Context: an optimization exercise on an open-source flow, tuned for small area. The choices shown serve that exercise and are no tape-out recipe. Where RTL was checked, it was by simulation tests only, not by an equivalence proof against the original. Power figures rest on the tool's default switching activity, not on a simulated workload.

## garnet
// commu
module commu
(
	input clk,
	input rst,
	input [3:0]key,
	input RxA,
	input RxB,
	output [5:0]dig,
	output [0:7]seg,
	output TxA,
	output TxB,
	output busy,
	output [3:0] led
);
make LEC_CHECK=0 CAP_MARGIN=20 CORE_MARGIN=2 CORE_UTILIZATION=40 CTS_BUF_LIST=sky130_fd_sc_hd__clkbuf_8 CTS_CLUSTER_DIAMETER=60 CTS_CLUSTER_SIZE=16 PLACE_DENSITY=0.6 SLEW_MARGIN=20 finish   # period 10.0 ns
run.sh (not shown) runs the stock make flow with config.mk's settings and CLKGATE_MAP_FILE= SYNTH_SCRIPT=/design/flow/synth_recipe.tcl, a recipe that flattens the netlist after the stock synthesis.
The inputs of maple differ from those of garnet as listed below.
--- a/flow/design.v
+++ b/flow/design.v
@@ -10,22 +10,21 @@
 	output TxA,
 	output TxB,
 	output busy,
 	output [3:0] led
 );
 reg [12:0] kq;
 wire kq_j = ((kq & 13'h1eee) == 13'h18c4);
-wire smp = ((kq & 13'h1fef) == 13'h1cc7);
-wire ph1 = ((kq & 13'h1fd7) == 13'h651);
-wire ph2 = ((kq & 13'h1f37) == 13'h1315);
-wire ph3 = kq_j;
+wire smp = kq_j;
 wire kq_fb = (^(kq & 13'h100d)) ^ 1'b0 ^ kq_j;
 always @(posedge clk)
-	if (rst) kq <= 13'h10d3;
+	if (rst) kq <= 13'h1962;
 	else kq <= {~kq[11:0], kq_fb};
+reg ph1, ph2, ph3;
+always @(posedge clk) begin ph1 <= smp; ph2 <= ph1; ph3 <= ph2; end
 reg [2:0] r0, r1, r2, r3;
 always @(posedge clk)
 	if (rst) begin r0 <= 0; r1 <= 0; r2 <= 0; r3 <= 0; end
 	else if (smp) begin
 		r0 <= key[0] ? 3'd0 : (r0 == 3'd5 ? 3'd5 : r0 + 1'b1);
 		r2 <= key[2] ? 3'd0 : (r2 == 3'd5 ? 3'd5 : r2 + 1'b1);
 		r3 <= key[3] ? 3'd0 : (r3 == 3'd5 ? 3'd5 : r3 + 1'b1);
@@ -168,28 +167,28 @@
 always @(posedge clk) begin
 	if (rst) sbuf_clk <= 0; else sbuf_clk <= ssel;
 	if (rst) sst <= S_IDLE0;
 	else if (sstep) case (sst)
 		S_IDLE0, S_IDLE1: sst <= start ? S_BEGIN : S_IDLE0;
 		S_BEGIN: sst <= S_BIT;
 		S_BIT: sst <= S_ZERO;
-		S_ZERO: sst <= (scnt == 5'd24) ? S_NULL : S_BIT;
+		S_ZERO: sst <= (scnt == 5'd23) ? S_NULL : S_BIT;
 		S_NULL: if (scnt == 5'd6) sst <= S_IDLE1;
 		default: sst <= S_IDLE0;
 	endcase
 	if (sstep) case (sst)
 		S_BEGIN: begin scnt <= 0; sbuf <= {dat5, dat4, dat3, dat2, dat1, dat0}; end
-		S_BIT: scnt <= scnt + 1'b1;
-		S_ZERO: begin if (scnt == 5'd24) scnt <= 1; sbuf[22:0] <= sbuf[23:1]; end
+		S_ZERO: scnt <= (scnt == 5'd23) ? 5'd1 : scnt + 1'b1;
 		S_NULL: scnt <= scnt + 1'b1;
 		default: ;
 	endcase
 end
-assign TxA = (sst == S_ZERO) & sbuf[0];
-assign TxB = (sst == S_ZERO) & ~sbuf[0];
+wire sbit = sbuf[scnt];
+assign TxA = (sst == S_ZERO) & sbit;
+assign TxB = (sst == S_ZERO) & ~sbit;
 assign busy = (sst == S_IDLE1) | (sst == S_BIT) | (sst == S_ZERO) | (sst == S_NULL);
 localparam R_IDLE = 2'd0, R_BIT = 2'd1, R_ZERO = 2'd2, R_NULL = 2'd3;
 reg [1:0] rst_q;
 reg [4:0] rcnt;
 reg [23:0] rbuf;
 reg rbuf_clk;
 wire rsel = rec_rate ? clk_h : clk_l;
- Power of maple falls short of that of garnet by a few percent.
- Final cell area excluding filler cells went down by a few percent going from garnet to maple.
- Comparing maple and garnet, simple-gate area share of the yosys netlist is higher on garnet.
- maple against garnet: cell area after placement fell by about 3%; leakage power lost 4.0%.
- Taking garnet as the reference point, the maximum frequency of maple falls by about 0.7%.
- maple vs. garnet: post-synthesis share of cell area spent on full adders, half adders and majority gates saw a decrease; post-placement setup slack went down 0.065 ns; layout overhead on the synthesized area -1.7 points; net count after synthesis dropped about 4.6%.
- When maple is set beside garnet, its sequential cell count turns out to be 1.5% larger.
- Re sum of negative setup slack: no difference whatsoever between maple and garnet.
- Worst hold slack across all endpoints: maple < garnet
- Of the two values seen for worst setup path endpoint, TxB was produced by maple and dig[0] by garnet.
The RTL of maple was laid out without a check of its function.

========
Setup of yarrow:
Another version of the RTL of commu (not shown whole).
Size: about 29 I/O pins.
Settings: LEC_CHECK=0, CAP_MARGIN=20, CORE_MARGIN=2, CORE_UTILIZATION=40, PLACE_DENSITY=0.6, SLEW_MARGIN=20; clock period 10.0 ns.
standard.sh (not shown) runs the stock make flow with config.mk's settings and CLKGATE_MAP_FILE= SYNTH_SCRIPT=/design/flow/synth_recipe.tcl, a recipe that flattens the netlist after the stock synthesis.
==> flow/flow/run.sh <==
#!/bin/bash
# Standard ORFS layout with smaller port buffers and a clock tree without dummy loads.
set -euo pipefail
export BUFFER_PORTS_ARGS="-buffer_cell sky130_fd_sc_hd__buf_1"
export CTS_ARGS="-sink_clustering_enable -repair_clock_nets -sink_clustering_size 16 -sink_clustering_max_diameter 60 -buf_list sky130_fd_sc_hd__clkbuf_8 -dont_use_dummy_load"
bash standard.sh > standard_flow.log 2>&1
yarrow finished every stage and its layout cleared the timing, design-rule and antenna checks.
Input-level comparison between onyx and yarrow:
--- a/flow/design.v
+++ b/flow/design.v
@@ -7,23 +7,23 @@
 	input RxB,
 	output [5:0]dig,
 	output [0:7]seg,
 	output TxA,
 	output TxB,
 	output busy,
 	output [3:0] led
 );
 reg [12:0] kq;
-wire kq_j = ((kq & 13'hfee) == 13'h9ae);
+wire kq_j = ((kq & 13'h1eee) == 13'h18c4);
 wire smp = kq_j;
-wire kq_fb = (^(kq & 13'h1001)) ^ 1'b1 ^ kq_j;
+wire kq_fb = (^(kq & 13'h100d)) ^ 1'b0 ^ kq_j;
 always @(posedge clk)
-	if (rst) kq <= 13'hdfd;
+	if (rst) kq <= 13'h1962;
 	else kq <= {~kq[11:0], kq_fb};
 reg ph1, ph2, ph3;
 always @(posedge clk) begin ph1 <= smp; ph2 <= ph1; ph3 <= ph2; end
 reg [2:0] r0, r1, r2, r3;
 always @(posedge clk)
 	if (rst) begin r0 <= 0; r1 <= 0; r2 <= 0; r3 <= 0; end
 	else if (smp) begin
 		r0 <= key[0] ? 3'b000 : {r0[2] | r0[1], r0[0], ~r0[2]};
 		r2 <= key[2] ? 3'b000 : {r2[2] | r2[1], r2[0], ~r2[2]};
@@ -150,19 +150,19 @@
 reg [23:0] sbuf;
 reg sbuf_clk;
 wire ssel = send_rate ? clk_h : clk_l;
 wire sstep = ssel & ~sbuf_clk;
 wire s_idle = sk[5] & sk[4] & ~sk[3] & sk[2] & sk[1];	 
 wire s_load = sk[5] & sk[4] & sk[3];			 
 always @(posedge clk) begin
 	sbuf_clk <= ssel;	 
 	if (rst) sk <= 6'd55;
-	else if (sstep & ~(s_idle & sk[0] & ~start)) sk <= (s_idle & start) ? 6'd63 : sk + 1'b1;	 
+	else if (sstep) sk <= s_idle ? (start ? 6'd63 : 6'd55) : sk + 1'b1;
 	if (sstep & s_load) sbuf <= {dat5, dat4, dat3, dat2, dat1, dat0};
 end
 wire s_sym = sk[0] & ~(sk[5] & sk[4]);			 
 wire sbit = sbuf[sk[5:1]];
 assign TxA = s_sym & sbit;
 assign TxB = s_sym & ~sbit;
 assign busy = ~(sk[5] & sk[4] & sk[2] & sk[1] & sk[0]);	 
 reg [5:0] rk;
 reg [23:0] rbuf;
Taking yarrow as the reference, in onyx total wirelength of the detailed-routed design saw little to no change; fraction of the cycle the final worst path needs saw an increase; height of the chip saw little to no change; post-layout minimum cycle time saw an increase.
Between onyx and yarrow, the sum of net half-perimeters after detailed placement is higher for onyx.
Fill cell total of the finished layout (onyx vs. yarrow) decreases slightly
In the reports for onyx and yarrow, the smaller slew of the pin with the lowest slew margin belongs to onyx.
Looking at proportion of cell area occupied by registers, onyx sits 0.34 points higher than yarrow does.
Changes observed in onyx relative to yarrow: worst supply voltage drop on vdd did not really move; clock network fraction of total power went down; fraction of synthesized area in multiplexers went down.
In the flow results for onyx and yarrow, the fraction of power consumed by combinational cells is smaller on yarrow.
Function was not checked in any run of this note: the RTL went through the layout flow alone.

==> what the ideal ports hide <==
No port has a modelled driver above. Below, the same layouts with a new extraction and two added sets of constraints. Step 1 assumes that a clkbuf_16 drives the clock port and a buf_2 every other input. Step 2 also shifts input and output timing later by t, the mid clock arrival at the registers, as if the neighbouring blocks saw the same clock. a / b / c = no drivers / after step 1 / after step 2; a / b = the first two.
| run | t, ns | setup slack, ns | hold WS [ns] | worst slew at a driven data input, ns | cell pins on the clock port's net |
|---|---|---|---|---|---|
| garnet | 0.548 | 4.933 / 4.894 / 5.442 | 0.383 / 0.383 / 0.383 | 0.04 | 1 |
| maple | 0.542 | 4.898 / 4.859 / 5.401 | 0.366 / 0.366 / 0.366 | 0.04 | 1 |
| yarrow | 0.494 | 5.533 / 5.493 / 5.987 | 0.372 / 0.372 / 0.372 | 0.04 | 1 |
| onyx | 0.482 | 5.510 / 5.469 / 5.892 | 0.376 / 0.376 / 0.376 | 0.04 | 1 |
After both steps setup and hold are still met in every run listed.
